From an optimization exercise on the open Yosys and OpenROAD flow, aimed at small area, a short achievable clock period and few clock cycles; shortcuts taken in it are not production practice.
Only simulation tests tie the RTL to the original design; equivalence was not proved.

==> flow/design.v <==
module riscie(
	input clk,
	input reset,
	output [31:0] imem_addr,
	input [31:0] imem_rdata,
	output [31:0] dmem_addr,
	output [31:0] dmem_wdata,
	output dmem_we,
	input [31:0] dmem_rdata
);
	reg [31:1] pc;
	assign imem_addr = {pc, 1'b0};
	wire [31:0] fi = imem_rdata;
	wire f_beq = fi[6:0] == 7'b1100011 && fi[14:12] == 3'b000;
	wire f_pred = f_beq && (fi[19:15] == fi[24:20] || fi[31]);
	wire [12:1] f_immb = {fi[31], fi[7], fi[30:25], fi[11:8]};
	wire [11:0] f_g = pc[12:1] & f_immb;
	wire [11:0] f_p = pc[12:1] ^ f_immb;
	wire [11:0] fg [0:4];
	wire [11:0] fp [0:4];
	assign fg[0] = f_g;
	assign fp[0] = f_p;
	genvar fk, fj;
	generate
		for (fk = 0; fk < 4; fk = fk + 1) begin : fks
			for (fj = 0; fj < 12; fj = fj + 1) begin : fksbit
				if (fj >= (1 << fk)) begin : fksop
					assign fg[fk+1][fj] = fg[fk][fj] | (fp[fk][fj] & fg[fk][fj - (1 << fk)]);
					assign fp[fk+1][fj] = fp[fk][fj] & fp[fk][fj - (1 << fk)];
				end else begin : fkspass
					assign fg[fk+1][fj] = fg[fk][fj];
					assign fp[fk+1][fj] = fp[fk][fj];
				end
			end
		end
	endgenerate
	wire [11:0] f_lo = f_p ^ {fg[4][10:0], 1'b0};
	wire f_cout = fg[4][11];
	wire [31:13] pc_hi_inc = pc[31:13] + 19'd1;
	wire [31:13] pc_hi_dec = pc[31:13] - 19'd1;
	wire [31:13] f_hi1 = fi[31] ? pc[31:13] : pc_hi_inc;    
	wire [31:13] f_hi0 = fi[31] ? pc_hi_dec : pc[31:13];    
	wire [31:13] f_hi = f_cout ? f_hi1 : f_hi0;
	wire [31:1] f_target = {f_hi, f_lo};
	wire [31:1] pc_plus4 = pc + 31'd2;
	reg [31:0] d_inst;
	reg [31:1] d_alt;    
	reg d_pred, d_valid;
	reg [31:1] d_sel1, d_sel2;   
	wire [4:0] d_rs1 = d_inst[19:15];
	wire [4:0] d_rs2 = d_inst[24:20];
	wire [4:0] d_rd = d_inst[11:7];
	wire [6:0] d_op = d_inst[6:0];
	wire d_isR = d_op == 7'b0110011;
	wire d_isI = d_op == 7'b0010011;
	wire d_isL = d_op == 7'b0000011;
	wire d_isS = d_op == 7'b0100011;
	wire d_isB = d_op == 7'b1100011;
	wire d_we = d_valid && (d_isR || d_isI || d_isL) && d_rd != 5'd0;
	wire d_uses2 = d_isR || d_isS || d_isB;
	reg [31:0] e_a;    
	reg [31:0] e_b;    
	reg [31:0] e_sd;   
	reg [31:1] e_alt;
	reg [4:0] e_rd;
	reg e_fwds, e_sub, e_and, e_or;
	reg e_we, e_ld, e_st, e_br, e_pred;
	reg [31:0] m_res, m_wdata;
	reg [31:0] m_fa, m_fb;   
	reg [4:0] m_rd;
	reg m_we, m_ld, m_st;
	reg [31:0] rf [1:31];
	wire [31:0] wb_data = m_ld ? dmem_rdata : m_res;
	always @(posedge clk)
		if (m_we)
			rf[m_rd] <= wb_data;
	reg [31:0] r1, r2;
	integer i;
	always @(*) begin
		r1 = 32'd0;
		r2 = 32'd0;
		for (i = 1; i < 32; i = i + 1) begin
			r1 = r1 | (rf[i] & {32{d_sel1[i]}});
			r2 = r2 | (rf[i] & {32{d_sel2[i]}});
		end
	end
	reg byp1, byp2;
	wire [31:0] d_a = byp1 ? wb_data : r1;
	wire [31:0] d_b = byp2 ? wb_data : r2;
	reg stall_q;
	wire stall = stall_q;
	wire f_isB = fi[6:0] == 7'b1100011;
	wire f_uses2 = fi[6:0] == 7'b0110011 || f_isB;
	wire stall_next = !stall && d_valid && d_isL && d_rd != 5'd0 &&
		(fi[19:15] == d_rd || (f_uses2 && fi[24:20] == d_rd));
	wire [31:0] d_imm = d_isS ? {{20{d_inst[31]}}, d_inst[31:25], d_inst[11:7]} :
		{{20{d_inst[31]}}, d_inst[31:20]};
	wire d_sub = d_isR && d_inst[30];
	wire [31:0] d_op2 = (d_isR || d_isB) ? d_b : d_imm;
	reg d_fwda, d_fwdb;
	wire [4:0] n_rs1 = stall ? d_rs1 : fi[19:15];
	wire [4:0] n_rs2 = stall ? d_rs2 : fi[24:20];
	wire [31:0] x_a = e_a | m_fa;
	wire [31:0] x_b = e_b | m_fb;
	wire [31:0] x_g = x_a & x_b;
	wire [31:0] x_p = x_a ^ x_b;
	wire [31:0] kg [0:5];
	wire [31:0] kp [0:5];
	assign kg[0] = {x_g[31:1], x_g[0] | (x_p[0] & e_sub)};
	assign kp[0] = x_p;
	genvar k, j;
	generate
		for (k = 0; k < 5; k = k + 1) begin : ks
			for (j = 0; j < 32; j = j + 1) begin : ksbit
				if (j >= (1 << k)) begin : ksop
					assign kg[k+1][j] = kg[k][j] | (kp[k][j] & kg[k][j - (1 << k)]);
					assign kp[k+1][j] = kp[k][j] & kp[k][j - (1 << k)];
				end else begin : kspass
					assign kg[k+1][j] = kg[k][j];
					assign kp[k+1][j] = kp[k][j];
				end
			end
		end
	endgenerate
	wire [31:0] x_c = {kg[5][30:0], e_sub};   
	wire x_logic = e_and | e_or;
	wire [31:0] x_lres = e_and ? (x_a & x_b) : (x_a | x_b);
	wire [31:0] x_r0 = x_logic ? x_lres : x_p;
	wire [31:0] x_r1 = x_logic ? x_lres : ~x_p;
	wire [31:0] x_res = (x_c & x_r1) | (~x_c & x_r0);
	wire [31:0] x_fa0 = x_r0 & {32{d_fwda}};
	wire [31:0] x_fa1 = x_r1 & {32{d_fwda}};
	wire [31:0] x_fb0 = (x_r0 ^ {32{d_sub}}) & {32{d_fwdb}};
	wire [31:0] x_fb1 = (x_r1 ^ {32{d_sub}}) & {32{d_fwdb}};
	wire x_eq = x_a == x_b;
	wire [31:0] x_sd = e_fwds ? wb_data : e_sd;
	wire redirect = e_br && (x_eq != e_pred);
	assign dmem_addr = m_res;
	assign dmem_wdata = m_wdata;
	assign dmem_we = m_st;
	always @(posedge clk) begin
		if (reset)
			pc <= 31'd0;
		else if (redirect)
			pc <= e_alt;
		else if (!stall)
			pc <= f_pred ? f_target : pc_plus4;
		stall_q <= !reset && stall_next;
		if (reset || redirect)
			d_valid <= 1'b0;
		else if (!stall)
			d_valid <= 1'b1;
		if (!stall) begin
			d_inst <= fi;
			d_alt <= f_pred ? pc_plus4 : f_target;
			d_pred <= f_pred;
		end
		for (i = 1; i < 32; i = i + 1) begin
			d_sel1[i] <= n_rs1 == i;
			d_sel2[i] <= n_rs2 == i;
		end
		byp1 <= !reset && e_we && e_rd == n_rs1;
		byp2 <= !reset && e_we && e_rd == n_rs2;
		d_fwda <= !reset && !stall && d_we && d_rd == fi[19:15];
		d_fwdb <= !reset && !stall && d_we && d_rd == fi[24:20] && (fi[6:0] == 7'b0110011 || f_isB);
		e_a <= d_a & {32{!d_fwda}};
		e_b <= (d_op2 ^ {32{d_sub}}) & {32{!d_fwdb}};
		e_sd <= d_b;
		e_alt <= d_alt;
		e_rd <= d_rd;
		e_fwds <= e_we && e_rd == d_rs2;
		e_sub <= d_sub;
		e_and <= d_isR && d_inst[14:12] == 3'b111;
		e_or <= d_isR && d_inst[14:12] == 3'b110;
		e_pred <= d_pred;
		if (reset || redirect || stall || !d_valid) begin
			e_we <= 1'b0;
			e_ld <= 1'b0;
			e_st <= 1'b0;
			e_br <= 1'b0;
		end else begin
			e_we <= d_we;
			e_ld <= d_isL && d_we;
			e_st <= d_isS;
			e_br <= d_isB && d_inst[14:12] == 3'b000;
		end
		m_res <= x_res;
		m_fa <= (x_c & x_fa1) | (~x_c & x_fa0);
		m_fb <= (x_c & x_fb1) | (~x_c & x_fb0);
		m_wdata <= x_sd;
		m_rd <= e_rd;
		if (reset) begin
			m_we <= 1'b0;
			m_ld <= 1'b0;
			m_st <= 1'b0;
		end else begin
			m_we <= e_we;
			m_ld <= e_ld;
			m_st <= e_st;
		end
	end
endmodule
clock: 8.0 ns
lec_check: 0
cap_margin: 20
cell_pad_in_sites_detail_placement: 1
core_margin: 2
core_utilization: 40
place_density: 0.6
setup_slack_margin: 4.8
slew_margin: 20
run.sh (not shown) runs the stock make flow with config.mk's settings and CLKGATE_MAP_FILE= SYNTH_SCRIPT=/design/flow/synth_recipe.tcl, a recipe that flattens the netlist after the stock synthesis.
Testbench counts at the start, summed over its fixed seeds: cycles 59,624.
==> next run, changes <==
- CTS_BUF_LIST: default -> sky130_fd_sc_hd__clkbuf_8
- CTS_CLUSTER_DIAMETER: default -> 50
- CTS_CLUSTER_SIZE: default -> 16
The new run completed with no timing, DRC or antenna violations.
Cell area is lower by a few percent.
Hold slack hardly moves.
Cell count stays flat.
Register-to-register slack improves by 0.05 ns.

-- afterwards: timing with drivers on the ports --
Ports are ideal in the flow. The routed layouts listed here were re-timed in OpenROAD.
Step 1 assumes that a clkbuf_16 drives the clock port and a buf_2 every other input.
Step 2 times the ports against the registers' clock, not the clock port: input delays grow and output delays shrink by t, the midpoint of the rising clock arrivals with the driver on.
a / b / c = ideal ports / drivers / drivers and shift; a / b = the first two.
| run | t (ns) | setup WS [ns] | hold WS [ns] | cell pins on the clock port's net |
|---|---|---|---|---|
| the first run | 0.869 | 4.423 / 4.472 / 3.602 | 0.337 / 0.337 / 0.337 | 1 |
| the second run | 1.022 | 4.456 / 4.508 / 3.486 | 0.337 / 0.337 / 0.337 | 1 |
After both steps every run listed still meets setup and hold. The setup slack of the second run, which loses most, moves by +0.052 ns with the drivers and by -0.970 ns with both steps.
